This is an optimization exercise on Yosys and OpenROAD, whose aim is small area, not a production implementation. The RTL was checked by simulation tests, not by an equivalence proof against the original design. No run shown here takes its clock network from TritonCTS; it comes from the design's own scripts or RTL. The flow treats the clock pin as an ideal source. Dropping or thinning the clock tree relies on that and would not hold on a real chip. Power is estimated from default activity; no workload was simulated.

[flow/run.sh]
#!/bin/bash
# Layout flow: the standard flow, with three changes.
#  1. After the standard synthesis, the combinational logic is re-mapped with a stronger ABC
#     script (flow/resyn.tcl, flow/deep.script; the smallest of several deepsyn seeds is kept);
#     every register keeps its instance, name and cell.
#  2. Ports are buffered with buf_1 instead of the default buffer.
#  3. CTS is replaced by a few clock buffers driven by the clock port, each driving one cluster
#     of register clock pins (flow/cts_hook.tcl).
# Each tool's output goes to a log file of its own in this folder.
set -euo pipefail
F=$(pwd)
R=$F/orfs/results/$FLOW_PLATFORM/piano_master/base
LIB=$FLOW_HOME/platforms/$FLOW_PLATFORM/lib/sky130_fd_sc_hd__tt_025C_1v80.lib
CLKBUF_CELL=sky130_fd_sc_hd__clkbuf_8
CLKBUF_COUNT=3
RESYN_SEEDS=16
[ -f flow/clk.cfg ] && source flow/clk.cfg

bash standard.sh synth > log_1_synth.log 2>&1
cp $R/1_2_yosys.v $F/std_1_2_yosys.v
bash flow/resyn_best.sh $F/std_1_2_yosys.v $F/resyn_1_2_yosys.v $LIB $FLOW_TOP $RESYN_SEEDS 4 > log_1_resyn.log 2>&1
cp $F/resyn_1_2_yosys.v $R/1_2_yosys.v
rm -f $R/1_synth.odb
bash standard.sh BUFFER_PORTS_ARGS="-buffer_cell sky130_fd_sc_hd__buf_1" \
  PRE_CTS_TCL=$F/flow/cts_hook.tcl CLKBUF_CELL=$CLKBUF_CELL CLKBUF_COUNT=$CLKBUF_COUNT \
  finish > log_2_layout.log 2>&1
[design.v]
`timescale 1ns / 1ps
module piano_master #(parameter CLKS_PER_BIT = 16)
    (
        input  i_Clock,
        input  i_Reset,
        input  i_RX_Serial,
        output o_TX_Serial
    );
    localparam [7:0]  MQ = 8'hff;
    localparam [7:0]  MC = 8'hff;
    localparam [4:0]  MJ = 5'h1f;
    localparam [4:0]  MP = 5'h0;
    localparam [0:0]  MA = 1'h0;
    localparam [0:0]  MZ = 1'h0;
    localparam [11:0] ML = 12'hfff;
    reg  [7:0] rq_s;
    wire [7:0] rq = rq_s ^ MQ;
    reg        rm;                   
    wire r_startchk = ~|{rq[7:4], rq[2:0]};             
    wire r_done     = rq[7] & rq[4] & rq[3] & rq[0];     
    wire r_samp     = (rq[3:0] == 4'b1000) & (rq[7] ? ~rq[4] : |rq[6:4]);
    reg  [4:0]  P_s;                 
    reg         a_s;                 
    reg  [11:0] L_s;                 
    wire [4:0]  P = P_s ^ MP;
    wire        z = (P == 5'd1);     
    wire        a = a_s ^ MA;
    wire [11:0] L = L_s ^ ML;
    wire [7:0]  expsel = {~z, 1'b0, P[4:1], P[0] & ~z, 1'b0};   
    wire        expbit = ~rq[7] & expsel[rq[6:4]];
    wire [4:0]  note = a ? {~(P[4] ^ P[2]), P[4:1]} : 5'b10000;
    always @(posedge i_Clock) begin
        if (i_Reset | (i_RX_Serial & r_startchk) | r_done)
            rq_s <= 8'd0 ^ MQ;
        else
            rq_s <= (rq + 8'd1) ^ MQ;
        rm <= (rq != 8'd0) & (rm | (r_samp & (i_RX_Serial ^ expbit)));
    end
    reg  [7:0] tc_s;
    reg  [4:0] tj_s;
    wire [7:0] tc = tc_s ^ MC;
    wire [4:0] tj = tj_s ^ MJ;
    wire t_wait = tc[7] & ~tc[6] & tc[4] & ~tc[0];
    wire t_recv = tc[7] & ~tc[6] & tc[4] &  tc[0];
    wire t_end  = (tj == 5'd2) | (tj == 5'd6);    
    wire [12:0] tinc = {tj, tc} + 13'd1;
    reg [7:0] rom;
    always @* begin
        case (tj)
            5'd0: rom = 8'h0d;
            5'd1: rom = 8'h0a;
            5'd3: rom = {3'b010, P};   
            5'd4: rom = 8'h0d;
            5'd5: rom = 8'h0a;
            5'd13: rom = 8'h50;
            5'd14: rom = 8'h79;
            5'd15: rom = 8'h35;
            5'd16: rom = 8'h65;
            5'd17: rom = 8'h72;
            5'd18: rom = 8'h31;
            5'd19: rom = 8'h61;
            5'd20: rom = 8'h6c;
            5'd21: rom = 8'h5f;
            5'd22: rom = 8'h69;
            5'd23: rom = 8'h73;
            5'd24: rom = 8'h5f;
            5'd25: rom = 8'h61;
            5'd26: rom = 8'h77;
            5'd27: rom = 8'h39;
            5'd28: rom = 8'h73;
            5'd29: rom = 8'h30;
            5'd30: rom = 8'h4d;
            5'd31: rom = 8'h65;
            default: rom = 8'h00;
        endcase
    end
    assign o_TX_Serial = tc[7] ? ~(tc[6] & tc[5] & tc[4]) : rom[tc[6:4]];
    wire correct = ~rm;
    wire term    = correct & (L == 12'd0) & a & (|P[3:0]);
    wire Lfb     = ~(L[11] ^ L[5] ^ L[3] ^ L[0]);
    always @(posedge i_Clock) begin
        if (i_Reset) begin
            tc_s <= 8'd237 ^ MC;
            tj_s <= 5'd5 ^ MJ;
            a_s  <= 1'b0 ^ MA;
            L_s  <= 12'd0 ^ ML;
            P_s  <= 5'd1 ^ MP;
        end else begin
            if (t_recv | (t_wait & ~t_end))
                tc_s <= 8'd237 ^ MC;
            else if (t_wait & ~r_done)
                tc_s <= 8'd144 ^ MC;
            else
                {tj_s, tc_s} <= tinc ^ {MJ, MC};
            if (t_recv) begin
                tj_s <= (term ? 5'd12 : 5'd2) ^ MJ;
                a_s  <= (correct & ~term) ^ MA;
                L_s  <= ((correct & ~term) ? {L[10:0], Lfb} : 12'd0) ^ ML;
                if (~term)
                    P_s <= (z ? 5'd0 : note) ^ MP;
            end
        end
    end
endmodule
[flow/resyn.tcl]
# Re-map the combinational logic of the standard synthesis netlist with a stronger ABC script.
# Registers (and every other sequential cell) stay as they are: same instances, names and cells.
yosys -import
set lib $::env(RESYN_LIB)
read_liberty -ignore_miss_func $lib
set seq {}
foreach m [split [tee -q -s result.string select -list-mod =*] "\n"] {
  set m [string trim $m]
  if {[regexp {^sky130_fd_sc_hd__(df|edf|sdf|sedf|dl|sdl|lpflow_inputiso|lpflow_isobuf|conb)} $m]} { lappend seq $m }
}
foreach m $seq { blackbox $m }
read_verilog $::env(RESYN_IN)
hierarchy -top $::env(RESYN_TOP)
flatten
yosys rename -hide w:*.*
opt_clean -purge
opt -fast
tee -o $::env(RESYN_OUT).before.stat stat -liberty $lib
abc -script $::env(RESYN_SCRIPT) -liberty $lib {*}$::env(RESYN_DONTUSE)
opt_clean -purge
hilomap -singleton -hicell sky130_fd_sc_hd__conb_1 HI -locell sky130_fd_sc_hd__conb_1 LO
insbuf -buf sky130_fd_sc_hd__buf_4 A X
splitnets
opt_clean -purge
tee -o $::env(RESYN_OUT).after.stat stat -liberty $lib
select $::env(RESYN_TOP)
write_verilog -noattr -noexpr -nohex -nodec -selected $::env(RESYN_OUT)
[constraint.sdc]
create_clock -name core_clock -period 10.0 [get_ports {i_Clock}]
set_input_delay 2.0000 -clock core_clock [delete_from_list [all_inputs] [get_ports {i_Clock}]]
set_output_delay 2.0000 -clock core_clock [all_outputs]
set_load 0.01 [all_outputs]
[config.mk]
export PLATFORM = sky130hd
export DESIGN_NAME = piano_master
export DESIGN_NICKNAME = piano_master
export VERILOG_FILES = /design/flow/design.v
export SDC_FILE = /design/flow/constraint.sdc
export NUM_CORES = 4
export LEC_CHECK = 0
export CAP_MARGIN = 0
export CORE_MARGIN = 2
export CORE_UTILIZATION = 80
export PLACE_DENSITY = 0.9
export SLEW_MARGIN = 0
[flow/resyn_best.sh]
#!/bin/bash
# usage: resyn_best.sh IN.v OUT.v LIB TOP NSEEDS PAR
# Runs flow/resyn.tcl with the ABC script flow/deep.script under several deepsyn seeds and
# keeps the smallest result. Each run's yosys output goes to log_1_resyn_S.log.
set -euo pipefail
IN=$1; OUT=$2; LIB=$3; TOP=$4; N=${5:-8}; PAR=${6:-4}
D=$(dirname $(readlink -f $0))
mkdir -p resyn
for S in $(seq 0 $((N-1))); do
  sed "s/&deepsyn /\&deepsyn -S $S /" $D/deep.script > resyn/deep_$S.script
  ( RESYN_LIB=$LIB RESYN_IN=$IN RESYN_TOP=$TOP RESYN_SCRIPT=$PWD/resyn/deep_$S.script \
      RESYN_DONTUSE="-dont_use sky130_fd_sc_hd__lpflow_*" RESYN_OUT=$PWD/resyn/out_$S.v \
      yosys -c $D/resyn.tcl > log_1_resyn_$S.log 2>&1 || true ) &
  if (( (S + 1) % PAR == 0 )); then wait; fi
done
wait
best=""; bestA=1e99
for S in $(seq 0 $((N-1))); do
  f=resyn/out_$S.v.after.stat
  [ -f $f ] || continue
  A=$(grep "Chip area" $f | awk '{print $NF}')
  echo "seed $S area $A"
  if python3 -c "import sys; sys.exit(0 if $A < $bestA else 1)"; then best=$S; bestA=$A; fi
done
echo "best seed $best area $bestA"
cp resyn/out_$best.v $OUT
[flow/clk.cfg]
CLKBUF_CELL=sky130_fd_sc_hd__buf_8; CLKBUF_COUNT=2
[flow/cts_hook.tcl]
# Replace the H-tree by a few clock buffers, each driving one cluster of register clock pins
# directly from the clock port (every register sees exactly one buffer).
set cts_buf_cell [expr {[info exists ::env(CLKBUF_CELL)] ? $::env(CLKBUF_CELL) : "sky130_fd_sc_hd__clkbuf_4"}]
set nclu [expr {[info exists ::env(CLKBUF_COUNT)] ? $::env(CLKBUF_COUNT) : 3}]
set block [ord::get_db_block]
set clk_port_net [$block findNet i_Clock]
set master [[ord::get_db] findMaster $cts_buf_cell]
set sinks {}
foreach it [$clk_port_net getITerms] {
  set b [[$it getInst] getBBox]
  lappend sinks [list $it [expr {([$b xMin] + [$b xMax]) / 2.0}] [expr {([$b yMin] + [$b yMax]) / 2.0}]]
}
set sinks [lsort -real -index 1 $sinks]
set n [llength $sinks]
# k-means, seeded by splitting the x-sorted sinks into equal groups
set cent {}
for {set k 0} {$k < $nclu} {incr k} {
  set s [lindex $sinks [expr {int(($k + 0.5) * $n / $nclu)}]]
  lappend cent [list [lindex $s 1] [lindex $s 2]]
}
for {set iter 0} {$iter < 50} {incr iter} {
  set asg {}
  foreach s $sinks {
    set best 0; set bd 1e30
    for {set k 0} {$k < $nclu} {incr k} {
      set c [lindex $cent $k]
      set d [expr {abs([lindex $s 1] - [lindex $c 0]) + abs([lindex $s 2] - [lindex $c 1])}]
      if {$d < $bd} { set bd $d; set best $k }
    }
    lappend asg $best
  }
  set newc {}
  for {set k 0} {$k < $nclu} {incr k} {
    set sx 0; set sy 0; set m 0
    foreach s $sinks a $asg { if {$a == $k} { set sx [expr {$sx + [lindex $s 1]}]; set sy [expr {$sy + [lindex $s 2]}]; incr m } }
    if {$m > 0} { lappend newc [list [expr {$sx / $m}] [expr {$sy / $m}]] } else { lappend newc [lindex $cent $k] }
  }
  set cent $newc
}
for {set k 0} {$k < $nclu} {incr k} {
  set cbuf [odb::dbInst_create $block $master clkbuf_leaf_$k]
  set cnet [odb::dbNet_create $block clknet_leaf_$k]
  $cnet setSigType CLOCK
  set m 0
  foreach s $sinks a $asg {
    if {$a == $k} { set it [lindex $s 0]; $it disconnect; $it connect $cnet; incr m }
  }
  [$cbuf findITerm A] connect $clk_port_net
  [$cbuf findITerm X] connect $cnet
  set c [lindex $cent $k]
  $cbuf setLocation [expr {int([lindex $c 0])}] [expr {int([lindex $c 1])}]
  $cbuf setPlacementStatus PLACED
  puts "clock buffer $k: $cts_buf_cell drives $m clock pins"
}
proc clock_tree_synthesis { args } { puts "clock_tree_synthesis replaced by the clock buffers above: $args" }
set_propagated_clock [all_clocks]
[standard.sh]
#!/bin/bash
# synth_recipe.tcl (not shown) runs the flow's synth.tcl, then flattens the netlist and writes it again
# the make line also repeats each setting of config.mk as NAME=value (left out here)
make -C /OpenROAD-flow-scripts/flow DESIGN_CONFIG=/design/flow/config.mk WORK_HOME=/design/flow/orfs CLKGATE_MAP_FILE= SYNTH_SCRIPT=/design/flow/synth_recipe.tcl "${@:-finish}"
[flow/deep.script]
&get -n
&st
&deepsyn -J 200 -T 300
&put
dch -f
amap
topo
==> results.toml, run 1 <==
[cts]
clk_pin_slew_ns = 0.12
insertion_delay_ns = 0.14
post_cts_buffers = 0
ctsHoldBuffers = 0
cts_resized = 0

[global_route]
grt_max_degree = 25
grt_pass1_vias = 1516
grt_pass1_wl_mm = 6.69
antenna_found_initial = 0
grt_usage_pct = 32.6
gr-total-overflow = 0

[power_and_ir_drop]
p_int_mw = 0.193
powerDensity_mw_per_mm2 = 134
clockPowerShare_pct = 24.9
pwr-share-comb_pct = 7.9
switchingPower_mw = 0.0553
seqPwrFrac_pct = 67.2
power_mw = 0.248
ir_drop_mv = 0.137
power_switching_share_pct = 22.3
p_leak_nw = 0.655

[layout]
layout_common_cells = "dfxtp_1, nor2_1, clkinv_1, o21ai_0, nand2_1"
areaGrowthSynthToFinish_pct = 4.32
drive_gt1_share_pct = 0.858
n_antenna_cell = 0
fill_cells = 123
mostFrequentLayoutCell = "dfxtp_1"
layout.nets = 238

[min_path]
min_path_type = "reg -> reg"
hold_depth = 1

[run_status]
status = "finished clean"

[die]
die_width_um = 51.0
die_area_mm2 = 0.00260
fp.dieH_um = 51.0
rows = 17
ios = 4
coreArea_mm2 = 0.00215
start_util_pct = 82.3

[setup_path]
worst-setup-path-type = "reg -> out"
cp-start-kind = "register"
cpLargestDelayFamily = "compound AO/OA/AOI/OAI gates"
slowest_stage = "dfxtp_1"
worstPathMaxFanout = 7
arrival_ns = 2.24
crit_path_end_kind = "output pin"
max_stage_delay_ns = 0.36
crit_required_ns = 8.00
rr_worst_depth = 7
crit_buf_inv = 3
path_cells = "clkinv_1 > nor2_1 > clkinv_1 > o311ai_0 > o21ai_0 > nand3_1 > o311ai_0 > a31oi_1 > nor2_1 > a21oi_1 > buf_1"
cp_num_cells = 11

[sta]
slew_headroom_pct = 34.0
period_share_pct = 42.4
post-route-min-period_ns = 4.24
setup_tns_ns = 0
rsz0062_at_grt = "no"
max_freq_mhz = 236
hold_viol = 0
final-max-slew-violation-count = 0
tightest_slew_ns = 0.977
setup_viol = 0
finClkSkew_ns = 0.0284

[drt]
vias_per_cell = 6.33
drcViolationCount = 0
wl_per_cell_um = 15.0
first_pass_iters = 4
ant_nets = 0
vias = 1653
first_iter_violations = 58
drt_wl_total_mm = 3.91

[yosys]
synthesis.area_mm2 = 0.00177
synth_nets = 231
yosys_warnings = 1
syn_inst = 228
syn_avg_cell_area_um2 = 7.75

[placement]
place.gp.congestion = 0.791
post-dp-hpwl_mm = 2.99
io_buffers = 3

[job]
maxCapViolCount = 0
## area by class of cell
cell class	instances	area [µm²]	area share, %
Sequential cell	40	801	43.4
Buffer	2	30.0	1.63
Inverter	30	113	6.11
Tap cell	28	35.0	1.90
Multi-Input combinational cell	158	855	46.3
Timing Repair Buffer	3	11.3	0.611
## state kept, by name, indices dropped and copies added, names as in the netlist
signal / count
P_s: 5
tj_s: 5
rq_s: 8
a_s: 1
tc_s: 8
rm: 1
L_s: 12
## through the flow
stage | instance area (µm²) | worst slack, ns | hold WS (ns) | cells | util, %
floorplan | 1770 | 6.21 | 0.392 | 228 | -
global placement | 1810 | 6.06 | 0.409 | 259 | 84.4
detailed placement | 1810 | 5.96 | 0.414 | 259 | 84.4
CTS | 1840 | 5.81 | 0.445 | 261 | 85.8
global route | 1840 | 5.57 | 0.457 | 261 | 85.8
finish | 1840 | 5.76 | 0.451 | 261 | 85.8
## worst paths after layout
kind	from	endpoint	slack, ns
worst max-delay path	tj_s[3]	o_TX_Serial	5.76
worst min-delay path	rq_s[0]	rq_s[0]	0.45
worst max register to register	L_s[0]	L_s[8]	7.51
worst min register to register	rq_s[0]	rq_s[0]	0.45
## power groups by stage
stage / clock network [mW] / logic (mW) / registers (mW)
floorplan: 0 / 0.0143 / 0.169
detailed placement: 0 / 0.0190 / 0.170
global route: 0.0652 / 0.0218 / 0.167
global placement: 0 / 0.0176 / 0.170
finish: 0.0617 / 0.0196 / 0.167
CTS: 0.0610 / 0.0191 / 0.167
## per-layer routing
| layer | vias up | track usage [%] | share of wire [%] |
|---|---|---|---|
| met4 | 0 | 7.66 | 2.1 |
| met5 | - | 0 | 0 |
| li1 | 829 | - | - |
| met2 | 47 | 61.5 | 51 |
| met1 | 764 | 39.8 | 44 |
| met3 | 13 | 2.92 | 3.1 |
==> run 2: changes to the inputs <==
==> flow/clk.cfg (replaced) <==
CLKBUF_CELL=sky130_fd_sc_hd__buf_4; CLKBUF_COUNT=4
--- a/config.mk
+++ b/config.mk
@@ -7,6 +7,6 @@
 export LEC_CHECK = 0
 export CAP_MARGIN = 0
 export CORE_MARGIN = 2
-export CORE_UTILIZATION = 80
+export CORE_UTILIZATION = 50
 export PLACE_DENSITY = 0.9
 export SLEW_MARGIN = 0
==> results.toml, run 2 <==
[placement]
io_buffers = 3
post-dp-hpwl_mm = 2.64
place.gp.congestion = 0.979

[sta]
rsz0062_at_grt = "no"
finClkSkew_ns = 0.0230
hold_viol = 0
slew_headroom_pct = 34.5
timing.hold.ws_ns = 0.440
setup_tns_ns = 0
setup_viol = 0
period_share_pct = 43.3
post-route-min-period_ns = 4.33
tightest_slew_ns = 0.970
final-max-slew-violation-count = 0
max_freq_mhz = 231

[cts]
post_cts_buffers = 0
cts_resized = 0
insertion_delay_ns = 0.14
clk_pin_slew_ns = 0.10
ctsHoldBuffers = 0

[setup_path]
crit_required_ns = 8.00
worstPathMaxFanout = 7
arrival_ns = 2.33
worst-setup-path-type = "reg -> out"
cp-start-kind = "register"
crit_path_end_kind = "output pin"

[drt]
drt_wl_total_mm = 3.54
first_iter_violations = 96
first_pass_iters = 4
vias_per_cell = 5.68
wl_per_cell_um = 12.6
drcViolationCount = 0
vias = 1595
ant_nets = 0

[die]
die_area_mm2 = 0.00403
start_util_pct = 52.6
coreArea_mm2 = 0.00336
ios = 4
die_width_um = 63.5
rows = 21
fp.dieH_um = 63.5

[layout]
largestRegisters = "L_s: 12 flops, rq_s: 8 flops, tc_s: 8 flops"
final_core_util_pct = 55.5
largest_register_ffs = 12
n_antenna_cell = 0
drive_gt1_share_pct = 1.70
layout.nets = 240
mostFrequentLayoutCell = "dfxtp_1"
layout_common_cells = "dfxtp_1, nor2_1, clkinv_1, o21ai_0, nand2_1"
areaGrowthSynthToFinish_pct = 5.59
regMostFlops = "L_s"

[power_and_ir_drop]
ir_drop_mv = 0.0849
powerDensity_mw_per_mm2 = 130
p_leak_nw = 0.659

[yosys]
yosys_warnings = 1
syn_inst = 228
synthesis.area_mm2 = 0.00177
syn_avg_cell_area_um2 = 7.75
synth_nets = 231

[global_route]
grt_pass1_wl_mm = 6.42
grt_pass1_vias = 1513
grt_usage_pct = 18.5
antenna_found_initial = 0
gr-total-overflow = 0
grt_max_degree = 14

[min_path]
min_path_type = "reg -> reg"

[run_status]
status = "finished clean"

[job]
maxCapViolCount = 0
==> run 2: routing by layer <==
metal,vias to the layer above,GRT usage (%),part of all wire [%]
met5,-,0,0
met4,0,5.98,1.9
met3,8,1.96,4.2
met2,34,31.4,47
met1,717,24.6,47
li1,836,-,-
==> run 2: through the flow <==
step	cells	area (µm²)	total power, mW	setup WS, ns
CTS	281	1870	0.243	5.75
global route	281	1870	0.254	5.52
global placement	277	1840	0.188	6.06
floorplan	228	1770	0.184	6.21
finish	281	1870	0.243	5.67
detailed placement	277	1840	0.188	5.92
==> run 2: layout make-up <==
class,count,area [µm²]
fill,326,1500
multi-input combinational,158,855
buffer,4,30.0
inverter,30,113
sequential,40,801
timing repair buffer,3,11.3
tap,46,57.6
==> run 2: worst max-delay path, cell delays in order (launching register included) <==
cell and delay [ns]:
dfxtp_1 0.38, clkinv_1 0.18, nor2_1 0.21, clkinv_1 0.15, o311ai_0 0.38, o21ai_0 0.18
nand3_1 0.11, o311ai_0 0.11, a31oi_1 0.18, nor2_1 0.05, a21oi_1 0.10, buf_1 0.16
==> run 2: power by group <==
group / internal [mW] / total, mW / leakage, nW / switching (mW)
registers: 0.163 / 0.167 / 0.325 / 0.00368
logic: 0.00689 / 0.0187 / 0.315 / 0.0118
clock network: 0.0210 / 0.0581 / 0.0192 / 0.0371
total: 0.191 / 0.243 / 0.659 / 0.0525
==> run 2: final timing paths <==
check          start     endpoint  slack (ns)  cells after the start
max          tj_s[3]  o_TX_Serial        5.67                     11
min          rq_s[0]      rq_s[0]        0.44                      1
max reg2reg      a_s          a_s        7.54                      7
min reg2reg  rq_s[0]      rq_s[0]        0.44                      1
==> run 3: changes to the inputs <==
--- a/config.mk
+++ b/config.mk
@@ -7,6 +7,6 @@
 export LEC_CHECK = 0
 export CAP_MARGIN = 0
 export CORE_MARGIN = 2
-export CORE_UTILIZATION = 50
+export CORE_UTILIZATION = 45
 export PLACE_DENSITY = 0.9
 export SLEW_MARGIN = 0
==> results.toml, run 3 <==
[run_status]
status = "finished clean"

[global_route]
top_usage_layer = "met2"
gr-total-overflow = 0
grt_use_met1_pct = 23.3
antenna_found_initial = 0
gr-usage-met3_pct = 1.35
grt_usage_pct = 16.6
grt_pass1_vias = 1436
gr-usage-met2_pct = 27.9
grt_max_degree = 14
grt_pass1_wl_mm = 6.04

[drt]
first_iter_violations = 109
vias = 1576
first_pass_iters = 4
wl_per_cell_um = 11.8
drcViolationCount = 0
drt_wl_total_mm = 3.35
vias_per_cell = 5.57
ant_nets = 0

[power_and_ir_drop]
ir_drop_mv = 0.0599
powerDensity_mw_per_mm2 = 130
p_int_mw = 0.191
switchingPower_mw = 0.0529
seqPwrFrac_pct = 68.3
clockPowerShare_pct = 24.1
pwr-share-comb_pct = 7.6
power_switching_share_pct = 21.7
p_leak_nw = 0.659

[setup_path]
max_stage_delay_ns = 0.36
arrival_ns = 2.22
crit_path_end_kind = "output pin"
cp-start-kind = "register"
crit_buf_inv = 3
path_cells = "clkinv_1 > nor2_1 > clkinv_1 > o311ai_0 > o21ai_0 > nand3_1 > o311ai_0 > a31oi_1 > nor2_1 > a21oi_1 > buf_1"
cpLargestDelayFamily = "compound AO/OA/AOI/OAI gates"
worstPathMaxFanout = 7
worst-setup-path-type = "reg -> out"
slowest_stage = "dfxtp_1"
cp_num_cells = 11
rr_worst_depth = 7
crit_required_ns = 8.00

[sta]
post-route-min-period_ns = 4.22
period_share_pct = 42.2
hold_viol = 0
max_freq_mhz = 237
rsz0062_at_grt = "no"
setup_viol = 0
finClkSkew_ns = 0.0420
setup_tns_ns = 0
slew_headroom_pct = 39.9
final-max-slew-violation-count = 0
tightest_slew_ns = 0.890
worst_slack_ns = 5.78

[min_path]
min_path_type = "reg -> reg"
hold_depth = 1

[die]
coreArea_mm2 = 0.00372
ios = 4
die_area_mm2 = 0.00445
rows = 22
die_width_um = 66.7
fp.dieH_um = 66.7
start_util_pct = 47.6

[layout]
layout_common_cells = "dfxtp_1, nor2_1, clkinv_1, o21ai_0, nand2_1"
largest_register_ffs = 12
regMostFlops = "L_s"
areaGrowthSynthToFinish_pct = 5.73
final_cell_area_mm2 = 0.00187
n_antenna_cell = 0
mostFrequentLayoutCell = "dfxtp_1"
drive_gt1_share_pct = 1.70
layout.nets = 240
fill_cells = 377
largestRegisters = "L_s: 12 flops, rq_s: 8 flops, tc_s: 8 flops"

[placement]
post-dp-hpwl_mm = 2.58
place.gp.congestion = 0.952
io_buffers = 3
dp_slack_ns = 5.95
place_area_mm2 = 0.00184

[yosys]
syn_inst = 228
syn_avg_cell_area_um2 = 7.75
synthesis.area_mm2 = 0.00177
synth_nets = 231
yosys_warnings = 1

[job]
maxCapViolCount = 0

[cts]
insertion_delay_ns = 0.15
ctsHoldBuffers = 0
post_cts_buffers = 0
clk_pin_slew_ns = 0.11
cts_resized = 0
## run 3: worst paths after layout
path                              start     endpoint  slack (ns)
worst max-delay path            tj_s[3]  o_TX_Serial        5.78
worst min-delay path            rq_s[0]      rq_s[0]        0.46
worst min register to register  rq_s[0]      rq_s[0]        0.46
worst max register to register   L_s[0]       L_s[8]        7.61
## run 3: power groups by stage
stage / Clock, mW / Sequential [mW] / Combinational [mW]
6_report: 0.0587 / 0.166 / 0.0185
5_1_grt: 0.0681 / 0.167 / 0.0213
4_1_cts: 0.0608 / 0.167 / 0.0186
3_5_place_dp: 0 / 0.170 / 0.0185
3_3_place_gp: 0 / 0.170 / 0.0179
2_1_floorplan: 0 / 0.169 / 0.0143
## run 3: worst register-to-register path, cell delays in order (launching register included)
cell and delay, ns:
dfxtp_1 0.38, nand2_1 0.08, nor3_1 0.23, nand4b_1 0.13
o41ai_1 0.80, or3_1 0.48, nor2_1 0.07, a21oi_1 0.14
## run 3: final cells by class
class	instances	area (µm²)	area share (%)
plain buffers	4	30.0	1.61
flip-flops and latches	40	801	42.8
inverters	30	113	6.02
multi-input cells	158	855	45.7
repair buffers	3	11.3	0.602
well taps	48	60.1	3.21
## run 3: through the flow
| step | utilization (%) | hold WS (ns) | total power, mW | cells |
|---|---|---|---|---|
| after floorplan | - | 0.392 | 0.184 | 228 |
| after global placement | 49.5 | 0.412 | 0.188 | 279 |
| after detailed placement | 49.5 | 0.442 | 0.189 | 279 |
| after CTS | 50.3 | 0.469 | 0.246 | 283 |
| after global routing | 50.3 | 0.486 | 0.257 | 283 |
| final | 50.3 | 0.464 | 0.244 | 283 |
## run 3: per-layer routing
metal / share of wire [%] / vias to the layer above
met4: 1.7 / 0
li1: - / 827
met5: 0 / -
met2: 45 / 31
met3: 4.1 / 5
met1: 49 / 713
==> run 4: changes to the inputs <==
--- a/config.mk
+++ b/config.mk
@@ -7,6 +7,6 @@
 export LEC_CHECK = 0
 export CAP_MARGIN = 0
 export CORE_MARGIN = 2
-export CORE_UTILIZATION = 45
-export PLACE_DENSITY = 0.9
+export CORE_UTILIZATION = 40
+export PLACE_DENSITY = 0.6
 export SLEW_MARGIN = 0
removed: flow/clk.cfg
==> results.toml, run 4 <==
[setup_path]
crit_path_end_kind = "output pin"
arrival_ns = 2.19
worstPathMaxFanout = 7
worst-setup-path-type = "reg -> out"
crit_required_ns = 8.00
r2r_slack_ns = 7.62
cp-startpoint = "tj_s[3]"
r2r_start = "L_s[0]"
cp-start-kind = "register"

[drt]
first_iter_violations = 79
vias = 1520
vias_per_cell = 5.31
drcViolationCount = 0
ant_nets = 0
first_pass_iters = 4
drt_wl_total_mm = 3.52
wl_per_cell_um = 12.3

[sta]
setup_tns_ns = 0
hold_viol = 0
period_share_pct = 41.9
post-route-min-period_ns = 4.19
max_freq_mhz = 239
setup_viol = 0
final-max-slew-violation-count = 0
tightest_slew_ns = 0.889
rsz0062_at_grt = "no"
slew_headroom_pct = 39.9
timing.hold.ws_ns = 0.428
finClkSkew_ns = 0.0300

[power_and_ir_drop]
p_leak_nw = 0.662
ir_drop_mv = 0.0743
powerDensity_mw_per_mm2 = 133

[layout]
layout.nets = 239
final-seq-area_um2 = 801
layout_common_cells = "dfxtp_1, nor2_1, clkinv_1, o21ai_0, nand2_1"
regMostFlops = "L_s"
largestRegisters = "L_s: 12 flops, rq_s: 8 flops, tc_s: 8 flops"
n_antenna_cell = 0
drive_gt1_share_pct = 1.28
mostFrequentLayoutCell = "dfxtp_1"
multiInputGateArea_um2 = 855
fill_cells = 442
largest_register_ffs = 12
areaGrowthSynthToFinish_pct = 6.65

[global_route]
grt_usage_pct = 14.9
grt_pass1_wl_mm = 6.40
gr-total-overflow = 0
grt_max_degree = 19
antenna_found_initial = 0
grt_pass1_vias = 1427

[cts]
ctsHoldBuffers = 0
clk_pin_slew_ns = 0.10
cts_resized = 0
post_cts_buffers = 0
insertion_delay_ns = 0.16

[yosys]
syn_avg_cell_area_um2 = 7.75
yosys_warnings = 1
synth_nets = 231
syn_inst = 228
synthesis.area_mm2 = 0.00177

[die]
coreArea_mm2 = 0.00429
fp.dieH_um = 70.5
ios = 4
die_area_mm2 = 0.00497
start_util_pct = 41.2
die_width_um = 70.5
rows = 24

[min_path]
min_path_type = "reg -> reg"
hold_start = "rq_s[0]"

[placement]
post-dp-hpwl_mm = 2.69
place.gp.congestion = 0.876
io_buffers = 3

[run_status]
status = "finished clean"

[job]
maxCapViolCount = 0
run 4: path summary, 6_finish.rpt:
kind	cells past startpoint	end
worst min-delay path	1	rq_s[0]
worst max register to register	6	a_s
worst max-delay path	11	o_TX_Serial
worst min register to register	1	rq_s[0]
run 4: power by group:
part	total [mW]	switching [mW]	leakage, nW	internal [mW]
registers	0.166	0.00360	0.325	0.163
clock network	0.0666	0.0391	0.0216	0.0276
logic	0.0185	0.0116	0.315	0.00688
total	0.252	0.0543	0.662	0.197
run 4: stage by stage:
step / setup WS [ns] / util [%] / instance area [µm²] / instances / total power [mW]
4_1_cts: 5.79 / 43.9 / 1890 / 286 / 0.255
6_report: 5.81 / 43.9 / 1890 / 286 / 0.252
5_1_grt: 5.43 / 43.9 / 1890 / 286 / 0.264
3_5_place_dp: 6.00 / 42.9 / 1840 / 283 / 0.189
2_1_floorplan: 6.21 / - / 1770 / 228 / 0.184
3_3_place_gp: 6.05 / 42.9 / 1840 / 283 / 0.189
run 4: worst max-delay path, stage by stage (launching register included):
cell and delay, ns:
dfxtp_1 0.36, clkinv_1 0.17, nor2_1 0.21, clkinv_1 0.14
o311ai_0 0.30, o21ai_0 0.13, nand3_1 0.09, o311ai_0 0.11
a31oi_1 0.19, nor2_1 0.05, a21oi_1 0.11, buf_1 0.16
run 4: cell type report:
class                           instances  area share, %
Multi-Input combinational cell        158           45.3
Buffer                                  3           2.19
Timing Repair Buffer                    3          0.597
Inverter                               30           5.97
Sequential cell                        40           42.5
Tap cell                               52           3.45
run 4: routing by layer:
layer / track usage, % / share of wire [%] / wire length, µm
met5: 0 / 0 / 0
met4: 1.71 / 1.3 / 44
met3: 0.866 / 2.1 / 74
met2: 25.6 / 46 / 1620
met1: 21.3 / 51 / 1780
==> run 5: changes to the inputs <==
--- a/design.v
+++ b/design.v
@@ -9,7 +9,7 @@
     localparam [7:0]  MQ = 8'hff;
     localparam [7:0]  MC = 8'hff;
     localparam [4:0]  MJ = 5'h1f;
-    localparam [4:0]  MP = 5'h0;
+    localparam [4:0]  MP = 5'h1f;
     localparam [0:0]  MA = 1'h0;
     localparam [0:0]  MZ = 1'h0;
     localparam [11:0] ML = 12'hfff;
@@ -52,6 +52,12 @@
             5'd3: rom = {3'b010, P};   
             5'd4: rom = 8'h0d;
             5'd5: rom = 8'h0a;
+            5'd7: rom = 8'h73;
+            5'd8: rom = 8'h5f;
+            5'd9: rom = 8'h61;
+            5'd10: rom = 8'h77;
+            5'd11: rom = 8'h39;
+            5'd12: rom = 8'h73;
             5'd13: rom = 8'h50;
             5'd14: rom = 8'h79;
             5'd15: rom = 8'h35;
--- a/flow/run.sh
+++ b/flow/run.sh
@@ -13,7 +13,7 @@
 LIB=$FLOW_HOME/platforms/$FLOW_PLATFORM/lib/sky130_fd_sc_hd__tt_025C_1v80.lib
 CLKBUF_CELL=sky130_fd_sc_hd__clkbuf_8
 CLKBUF_COUNT=3
-RESYN_SEEDS=16
+RESYN_SEEDS=32
 [ -f flow/clk.cfg ] && source flow/clk.cfg
 
 bash standard.sh synth > log_1_synth.log 2>&1
==> flow/clk.cfg (new file) <==
CLKBUF_CELL=sky130_fd_sc_hd__buf_4; CLKBUF_COUNT=4
==> flow/resyn_best.sh (replaced) <==
#!/bin/bash
# usage: resyn_best.sh IN.v OUT.v LIB TOP NSEEDS PAR [FIRST_SEED]
# Runs flow/resyn.tcl with the ABC script flow/deep.script under several deepsyn seeds and
# keeps the smallest result. Each run's yosys output goes to log_1_resyn_S.log.
set -euo pipefail
IN=$1; OUT=$2; LIB=$3; TOP=$4; N=${5:-8}; PAR=${6:-4}; S0=${7:-0}
D=$(dirname $(readlink -f $0))
mkdir -p resyn
for S in $(seq $S0 $((S0+N-1))); do
  sed "s/&deepsyn /\&deepsyn -S $S /" $D/deep.script > resyn/deep_$S.script
  ( RESYN_LIB=$LIB RESYN_IN=$IN RESYN_TOP=$TOP RESYN_SCRIPT=$PWD/resyn/deep_$S.script \
      RESYN_DONTUSE="-dont_use sky130_fd_sc_hd__lpflow_*" RESYN_OUT=$PWD/resyn/out_$S.v \
      yosys -c $D/resyn.tcl > log_1_resyn_$S.log 2>&1 || true ) &
  if (( (S - S0 + 1) % PAR == 0 )); then wait; fi
done
wait
best=""; bestA=1e99
for S in $(seq $S0 $((S0+N-1))); do
  f=resyn/out_$S.v.after.stat
  [ -f $f ] || continue
  A=$(grep "Chip area" $f | awk '{print $NF}')
  echo "seed $S area $A"
  if python3 -c "import sys; sys.exit(0 if $A < $bestA else 1)"; then best=$S; bestA=$A; fi
done
echo "best seed $best area $bestA"
cp resyn/out_$best.v $OUT
--- a/config.mk
+++ b/config.mk
@@ -7,6 +7,6 @@
 export LEC_CHECK = 0
 export CAP_MARGIN = 0
 export CORE_MARGIN = 2
-export CORE_UTILIZATION = 40
-export PLACE_DENSITY = 0.6
+export CORE_UTILIZATION = 50
+export PLACE_DENSITY = 0.9
 export SLEW_MARGIN = 0
==> results.toml, run 5 <==
[die]
fp.dieH_um = 63.4
die_width_um = 63.4
die_area_mm2 = 0.00401
rows = 21
ios = 4
coreArea_mm2 = 0.00336
start_util_pct = 52.4

[sta]
slew_headroom_pct = 50.9
period_share_pct = 41.4
finClkSkew_ns = 0.0240
rsz0062_at_grt = "no"
max_freq_mhz = 241
final-max-slew-violation-count = 0
tightest_slew_ns = 0.729
hold_viol = 0
post-route-min-period_ns = 4.14
setup_tns_ns = 0
timing.hold.ws_ns = 0.433
setup_viol = 0

[setup_path]
rr_worst_depth = 7
max_stage_delay_ns = 0.44
worst-setup-path-type = "reg -> out"
r2r_slack_ns = 7.68
crit_path_end_kind = "output pin"
r2r_start = "L_s[5]"
path_cells = "clkinv_1 > nor2_1 > clkinv_1 > nor3_1 > a2111oi_0 > nor2_1 > o31ai_1 > a311oi_1 > o32a_1 > buf_1"
crit_required_ns = 8.00
slowest_stage = "dfxtp_1"
timing.rr.end = "P_s[3]"
cp-start-kind = "register"
arrival_ns = 2.14
crit_buf_inv = 3
worstPathMaxFanout = 7
cpLargestDelayFamily = "compound AO/OA/AOI/OAI gates"

[drt]
ant_nets = 0
wl_per_cell_um = 12.1
drcViolationCount = 0
first_iter_violations = 116
vias_per_cell = 5.56
first_pass_iters = 4
vias = 1539
drt_wl_total_mm = 3.36

[layout]
final_core_util_pct = 55.3
final_cell_area_mm2 = 0.00186
fill_cells = 342
drive_gt1_share_pct = 1.73
multiInputGateArea_um2 = 848
largestRegisters = "L_s: 12 flops, rq_s: 8 flops, tc_s: 8 flops"
regMostFlops = "L_s"
largest_register_ffs = 12
layout_common_cells = "dfxtp_1, nor2_1, clkinv_1, o21ai_0, nand2_1"
layout.nets = 236
final-seq-area_um2 = 801
mostFrequentLayoutCell = "dfxtp_1"
areaGrowthSynthToFinish_pct = 5.61
n_antenna_cell = 0

[min_path]
min_path_type = "reg -> reg"
hold_depth = 1
whs_endpoint = "rq_s[0]"
hold_start = "rq_s[0]"

[power_and_ir_drop]
ir_drop_mv = 0.0771
p_leak_nw = 0.675
powerDensity_mw_per_mm2 = 132

[cts]
clk_pin_slew_ns = 0.10
cts_resized = 0
insertion_delay_ns = 0.14
post_cts_buffers = 0
ctsHoldBuffers = 0

[global_route]
antenna_found_initial = 0
grt_usage_pct = 16.7
grt_pass1_vias = 1373
grt_max_degree = 15
grt_pass1_wl_mm = 5.75
gr-total-overflow = 0

[placement]
io_buffers = 3
place_area_mm2 = 0.00183
post-dp-hpwl_mm = 2.53
place.gp.congestion = 0.884

[yosys]
syn_inst = 224
synthesis.area_mm2 = 0.00176
synth_nets = 227
syn_avg_cell_area_um2 = 7.86
yosys_warnings = 1

[job]
maxCapViolCount = 0

[run_status]
status = "finished clean"
[run 5: cell types whose count changed in the layout (fill, tap and decap cells not counted), sizes merged, moves of 2 or more]
cell / delta
o22ai: -2
nand4: +2
a211oi: +2
o311ai: -2
buf: +4
nor3: -5
a21o: -2
o32a: +2
o31ai: +2
clkbuf: -3
o41ai: +2
[run 5: final cells by class]
type,instances,share of cell area [%]
plain buffers,4,1.61
inverters,30,6.05
multi-input cells,154,45.6
flip-flops and latches,40,43.0
well taps,46,3.09
repair buffers,3,0.605
[run 5: report_power, final]
group | switching, mW | internal [mW] | total, mW
logic | 0.0129 | 0.00785 | 0.0207
clock network | 0.0369 | 0.0210 | 0.0579
registers | 0.00323 | 0.163 | 0.166
total | 0.0530 | 0.192 | 0.245
[run 5: per-stage QoR]
stage,total power [mW],worst slack [ns],cells
6_report,0.245,5.86,277
5_1_grt,0.257,5.61,277
4_1_cts,0.247,5.88,277
3_5_place_dp,0.190,6.06,273
3_3_place_gp,0.189,6.14,273
2_1_floorplan,0.185,6.33,224
[run 5: worst max-delay path by stage]
stage | startpoint | to | slack, ns | cells past startpoint
4_1_cts | tj_s[2] | o_TX_Serial | 5.88 | 10
6_report | tj_s[2] | o_TX_Serial | 5.86 | 10
3_3_place_gp | tj_s[2] | o_TX_Serial | 6.14 | 10
5_1_grt | tj_s[2] | o_TX_Serial | 5.61 | 10
2_1_floorplan | tj_s[2] | o_TX_Serial | 6.33 | 9
3_5_place_dp | tj_s[2] | o_TX_Serial | 6.06 | 10
[run 5: per-layer routing]
layer	global-route usage (%)	part of all wire, %	wire [µm]
met1	23.4	52	1750
met2	28.3	43	1440
met3	1.25	3.7	123
met4	2.99	1.4	48
met5	0	0	0
==> run 6: changes to the inputs <==
==> flow/clk.cfg (replaced) <==
CLKBUF_CELL=sky130_fd_sc_hd__clkbuf_8; CLKBUF_COUNT=3
--- a/config.mk
+++ b/config.mk
@@ -7,6 +7,6 @@
 export LEC_CHECK = 0
 export CAP_MARGIN = 0
 export CORE_MARGIN = 2
-export CORE_UTILIZATION = 50
-export PLACE_DENSITY = 0.9
+export CORE_UTILIZATION = 40
+export PLACE_DENSITY = 0.6
 export SLEW_MARGIN = 0
==> results.toml, run 6 <==
[yosys]
yosys_warnings = 1
synthesis.area_mm2 = 0.00176
syn_inst = 224
synth_nets = 227
syn_avg_cell_area_um2 = 7.86

[cts]
ctsHoldBuffers = 0
cts_resized = 0
clk_pin_slew_ns = 0.08
insertion_delay_ns = 0.15
post_cts_buffers = 0

[drt]
first_iter_violations = 74
wl_per_cell_um = 12.3
drcViolationCount = 0
ant_nets = 0
route.met3.wl_um = 111
first_pass_iters = 4
top_layer_used = "met4"
drt_wl_total_mm = 3.47
vias_per_cell = 5.52
wl_met1_mm = 1.77
wl_met2_mm = 1.52
vias = 1557

[sta]
post-route-min-period_ns = 4.10
final-max-slew-violation-count = 0
tightest_slew_ns = 0.732
setup_viol = 0
hold_viol = 0
finClkSkew_ns = 0.0199
period_share_pct = 41.0
setup_tns_ns = 0
slew_headroom_pct = 50.7
rsz0062_at_grt = "no"
max_freq_mhz = 244

[die]
start_util_pct = 41.0
fp.dieH_um = 70.4
rows = 24
die_area_mm2 = 0.00495
coreArea_mm2 = 0.00429
die_width_um = 70.4
ios = 4

[setup_path]
path_cells = "clkinv_1 > nor2_1 > clkinv_1 > nor3_1 > a2111oi_0 > nor2_1 > o31ai_1 > a311oi_1 > o32a_1 > buf_1"
worstPathMaxFanout = 7
cp-start-kind = "register"
max_stage_delay_ns = 0.43
crit_required_ns = 8.00
worst-setup-path-type = "reg -> out"
arrival_ns = 2.10
crit_path_end_kind = "output pin"
rr_worst_depth = 7
slowest_stage = "dfxtp_1"

[min_path]
hold_depth = 1
min_path_type = "reg -> reg"

[layout]
final-seq-area_um2 = 801
areaGrowthSynthToFinish_pct = 6.68
fill_cells = 436
mostFrequentLayoutCell = "dfxtp_1"
layout.nets = 235
largestRegisters = "L_s: 12 flops, rq_s: 8 flops, tc_s: 8 flops"
n_antenna_cell = 0
drive_gt1_share_pct = 1.30
final_cell_area_mm2 = 0.00188
layout_common_cells = "dfxtp_1, nor2_1, clkinv_1, o21ai_0, nand2_1"
largest_register_ffs = 12
regMostFlops = "L_s"
multiInputGateArea_um2 = 848

[power_and_ir_drop]
p_leak_nw = 0.677
powerDensity_mw_per_mm2 = 135
ir_drop_mv = 0.0776

[global_route]
antenna_found_initial = 0
grt_pass1_wl_mm = 6.21
grt_pass1_vias = 1395
grt_usage_pct = 14.4
grt_max_degree = 17
gr-total-overflow = 0

[placement]
place_area_mm2 = 0.00184
place.gp.congestion = 0.863
io_buffers = 3
post-dp-hpwl_mm = 2.66

[job]
maxCapViolCount = 0

[run_status]
status = "finished clean"
## run 6: changes by cell type in the layout (fill, tap and decap cells not counted), sizes merged
cell | before | now
buf | 7 | 3
clkbuf | 0 | 3
## run 6: report_power, final
part,leakage (nW),total (mW),internal [mW],switching [mW]
combinational,0.331,0.0205,0.00785,0.0126
clock,0.0216,0.0673,0.0276,0.0397
sequential,0.325,0.166,0.163,0.00319
## run 6: worst paths after layout
| kind | start | endpoint | slack [ns] |
|---|---|---|---|
| max reg2reg | L_s[5] | P_s[3] | 7.65 |
| min reg2reg | rq_s[0] | rq_s[0] | 0.43 |
| min | rq_s[0] | rq_s[0] | 0.43 |
| max | tj_s[2] | o_TX_Serial | 5.90 |
## run 6: layout make-up
type,instances,share of cell area (%)
plain buffers,3,2.20
inverters,30,5.99
multi-input cells,154,45.1
flip-flops and latches,40,42.6
well taps,52,3.46
repair buffers,3,0.599
## run 6: per-layer routing
| layer | up-vias | GRT usage (%) |
|---|---|---|
| li1 | 823 | - |
| met1 | 702 | 21.5 |
| met2 | 23 | 23.1 |
| met3 | 9 | 0.722 |
| met4 | 0 | 2.78 |
| met5 | - | 0 |
## run 6: stage by stage
step           total power, mW  hold WS, ns  utilization (%)  worst slack (ns)  std cells
6_report                 0.254        0.428             43.8              5.90        282
5_1_grt                  0.266        0.462             43.8              5.66        282
4_1_cts                  0.256        0.436             43.8              5.89        282
3_5_place_dp             0.190        0.414             42.8              6.06        279
3_3_place_gp             0.190        0.421             42.8              6.11        279
2_1_floorplan            0.185        0.391                -              6.33        224
## run 6: worst max-delay path, delay by kind of cell, from the launching register on
| kind | cells | cell delay [ns] |
|---|---|---|
| buffers and inverters | 3 | 0.44 |
| flip-flops | 1 | 0.43 |
| AND/OR/NAND/NOR | 3 | 0.52 |
| AO/OA/AOI/OAI | 4 | 0.56 |
==> run 7: changes to the inputs <==
--- a/flow/run.sh
+++ b/flow/run.sh
@@ -1,7 +1,8 @@
 #!/bin/bash
 # Layout flow: the standard flow, with three changes.
 #  1. After the standard synthesis, the combinational logic is re-mapped with a stronger ABC
-#     script (flow/resyn.tcl, flow/deep.script; the smallest of several deepsyn seeds is kept);
+#     script (flow/resyn.tcl, flow/deep.script): the smallest of several deepsyn seeds is kept,
+#     then the result is re-mapped again the same way for a few more rounds while it shrinks;
 #     every register keeps its instance, name and cell.
 #  2. Ports are buffered with buf_1 instead of the default buffer.
 #  3. CTS is replaced by a few clock buffers driven by the clock port, each driving one cluster
@@ -14,11 +15,24 @@
 CLKBUF_CELL=sky130_fd_sc_hd__clkbuf_8
 CLKBUF_COUNT=3
 RESYN_SEEDS=32
+RESYN_MORE_SEEDS=16
+RESYN_ROUNDS=4
 [ -f flow/clk.cfg ] && source flow/clk.cfg
 
 bash standard.sh synth > log_1_synth.log 2>&1
 cp $R/1_2_yosys.v $F/std_1_2_yosys.v
-bash flow/resyn_best.sh $F/std_1_2_yosys.v $F/resyn_1_2_yosys.v $LIB $FLOW_TOP $RESYN_SEEDS 4 > log_1_resyn.log 2>&1
+mkdir -p $F/resyn_r1
+(cd $F/resyn_r1 && bash $F/flow/resyn_best.sh $F/std_1_2_yosys.v $F/resyn_r1/best.v $LIB $FLOW_TOP $RESYN_SEEDS 4) > log_1_resyn_r1.log 2>&1
+cur=$F/resyn_r1/best.v
+curA=$(grep "^best" log_1_resyn_r1.log | awk '{print $NF}')
+for r in $(seq 2 $RESYN_ROUNDS); do
+  mkdir -p $F/resyn_r$r
+  (cd $F/resyn_r$r && bash $F/flow/resyn_best.sh $cur $F/resyn_r$r/best.v $LIB $FLOW_TOP $RESYN_MORE_SEEDS 4) > log_1_resyn_r$r.log 2>&1
+  A=$(grep "^best" log_1_resyn_r$r.log | awk '{print $NF}')
+  if python3 -c "import sys; sys.exit(0 if $A < $curA else 1)"; then cur=$F/resyn_r$r/best.v; curA=$A; else break; fi
+done
+echo "kept $cur area $curA" > log_1_resyn.log
+cp $cur $F/resyn_1_2_yosys.v
 cp $F/resyn_1_2_yosys.v $R/1_2_yosys.v
 rm -f $R/1_synth.odb
 bash standard.sh BUFFER_PORTS_ARGS="-buffer_cell sky130_fd_sc_hd__buf_1" \
==> flow/clk.cfg (replaced) <==
CLKBUF_CELL=sky130_fd_sc_hd__buf_4; CLKBUF_COUNT=4
--- a/config.mk
+++ b/config.mk
@@ -7,6 +7,6 @@
 export LEC_CHECK = 0
 export CAP_MARGIN = 0
 export CORE_MARGIN = 2
-export CORE_UTILIZATION = 40
-export PLACE_DENSITY = 0.6
+export CORE_UTILIZATION = 50
+export PLACE_DENSITY = 0.9
 export SLEW_MARGIN = 0
==> results.toml, run 7 <==
[run_status]
status = "finished clean"

[setup_path]
worstPathMaxFanout = 7
max_stage_delay_ns = 0.48
path_cells = "clkinv_1 > nor2_1 > nor2_1 > a221oi_1 > o221ai_1 > a31oi_1 > o21a_1 > buf_1"
timing.rr.end = "P_s[3]"
cpLargestDelayFamily = "compound AO/OA/AOI/OAI gates"
crit_required_ns = 8.00
slowest_stage = "dfxtp_1"
r2r_start = "L_s[3]"
worst-setup-path-type = "reg -> out"
cp-start-kind = "register"
r2r_slack_ns = 7.70
crit_path_end_kind = "output pin"
critPathMostFrequentCell = "nor2_1"
arrival_ns = 1.94
rr_worst_depth = 7
crit_buf_inv = 2

[layout]
drive_gt1_share_pct = 1.77
regMostFlops = "L_s"
layout.nets = 231
areaGrowthSynthToFinish_pct = 5.68
largestRegisters = "L_s: 12 flops, rq_s: 8 flops, tc_s: 8 flops"
n_antenna_cell = 0
layout_common_cells = "dfxtp_1, nor2_1, clkinv_1, o21ai_0"
fill_cells = 313
fin_cells = 272
final-seq-area_um2 = 801
largest_register_ffs = 12
multiInputGateArea_um2 = 840
mostFrequentLayoutCell = "dfxtp_1"

[placement]
dp_slack_ns = 6.25
io_buffers = 3
dp.cells = 268
place.gp.congestion = 0.901
post-dp-hpwl_mm = 2.61

[global_route]
top_usage_layer = "met2"
antenna_found_initial = 0
grt_max_degree = 15
gr-usage-met3_pct = 1.26
gr-total-overflow = 0
gr-usage-met2_pct = 27.3
grt_pass1_wl_mm = 6.04
grt_usage_pct = 17.7
grt_use_met1_pct = 26.6
grt_pass1_vias = 1380

[die]
start_util_pct = 52.2
ios = 4
fp.dieH_um = 63.0
die_width_um = 63.0
rows = 21
die_area_mm2 = 0.00397
coreArea_mm2 = 0.00334

[sta]
max_freq_mhz = 254
setup_viol = 0
worst_slack_ns = 6.06
post-route-min-period_ns = 3.94
setup_tns_ns = 0
period_share_pct = 39.4
hold_viol = 0
tightest_slew_ns = 0.719
final-max-slew-violation-count = 0
slew_headroom_pct = 51.5
rsz0062_at_grt = "no"
finClkSkew_ns = 0.0425

[power_and_ir_drop]
ir_drop_mv = 0.0759
powerDensity_mw_per_mm2 = 133
p_leak_nw = 0.651

[min_path]
hold_start = "rq_s[0]"
min_path_type = "reg -> reg"
whs_endpoint = "rq_s[0]"
hold_depth = 1

[yosys]
syn_avg_cell_area_um2 = 7.95
synthesis.area_mm2 = 0.00174
syn_inst = 219
yosys_warnings = 1
synth_nets = 222

[drt]
wl_per_cell_um = 12.6
first_iter_violations = 79
first_pass_iters = 5
vias_per_cell = 5.79
vias = 1574
drt_wl_total_mm = 3.42
drcViolationCount = 0
ant_nets = 0

[cts]
post_cts_buffers = 0
clk_pin_slew_ns = 0.11
cts_resized = 0
insertion_delay_ns = 0.15
ctsHoldBuffers = 0

[job]
maxCapViolCount = 0
## run 7: per-layer routing
metal  up-vias  part of all wire [%]
met1       713                    50
li1        812                     -
met3        10                   4.1
met5         -                     0
met4         0                   2.5
met2        39                    44
## run 7: worst max path at each step
stage	slack, ns	end	startpoint	cells after the start
finish	6.06	o_TX_Serial	tj_s[0]	8
global route	5.91	o_TX_Serial	tj_s[1]	8
CTS	6.08	o_TX_Serial	tj_s[0]	8
detailed placement	6.25	o_TX_Serial	tj_s[1]	8
global placement	6.32	o_TX_Serial	tj_s[0]	8
floorplan	6.54	o_TX_Serial	tj_s[1]	7
## run 7: power by group
| part | switching [mW] | internal [mW] | leakage (nW) | total, mW |
|---|---|---|---|---|
| Sequential | 0.00355 | 0.163 | 0.325 | 0.166 |
| Combinational | 0.0123 | 0.00713 | 0.307 | 0.0194 |
| Clock | 0.0386 | 0.0210 | 0.0192 | 0.0596 |
| Total | 0.0544 | 0.191 | 0.651 | 0.245 |
## run 7: final cells by class
type                            count  share of cell area [%]
Sequential cell                    40                    43.5
Multi-Input combinational cell    152                    45.6
Buffer                              4                    1.63
Tap cell                           46                    3.13
Timing Repair Buffer                3                   0.612
Inverter                           27                    5.51
## run 7: stage by stage
stage	util (%)	hold slack [ns]	area, µm²	power (mW)
floorplan	-	0.392	1740	0.184
global placement	54.3	0.410	1810	0.189
detailed placement	54.3	0.422	1810	0.189
CTS	55.2	0.451	1840	0.246
global route	55.2	0.467	1840	0.257
finish	55.2	0.449	1840	0.245

-- re-timing with driven ports --
No port has a modelled driver above. Below, the same layouts with a new extraction and two added sets of constraints.
Step 1 sets driving cells, clkbuf_16 on the clock port and buf_2 on the other inputs (assumed; they add their load-dependent delay and slew).
Step 2 times the ports against the registers' clock, not the clock port: input delays grow and output delays shrink by t, the midpoint of the rising clock arrivals with the driver on.
a / b / c = no drivers / after step 1 / after step 2; a / b = the first two.
run	shift t [ns]	setup WS [ns]	pins driven straight from the clock port
run 1	0.173	5.764 / 5.720 / 5.894	2
run 2	0.179	5.666 / 5.617 / 5.796	4
run 3	0.171	5.783 / 5.737 / 5.908	4
run 4	0.189	5.814 / 5.768 / 5.957	3
run 5	0.178	5.857 / 5.808 / 5.986	4
run 6	0.188	5.899 / 5.856 / 6.044	3
run 7	0.169	6.058 / 6.016 / 6.185	4
After both steps setup and hold are still met in every run listed.
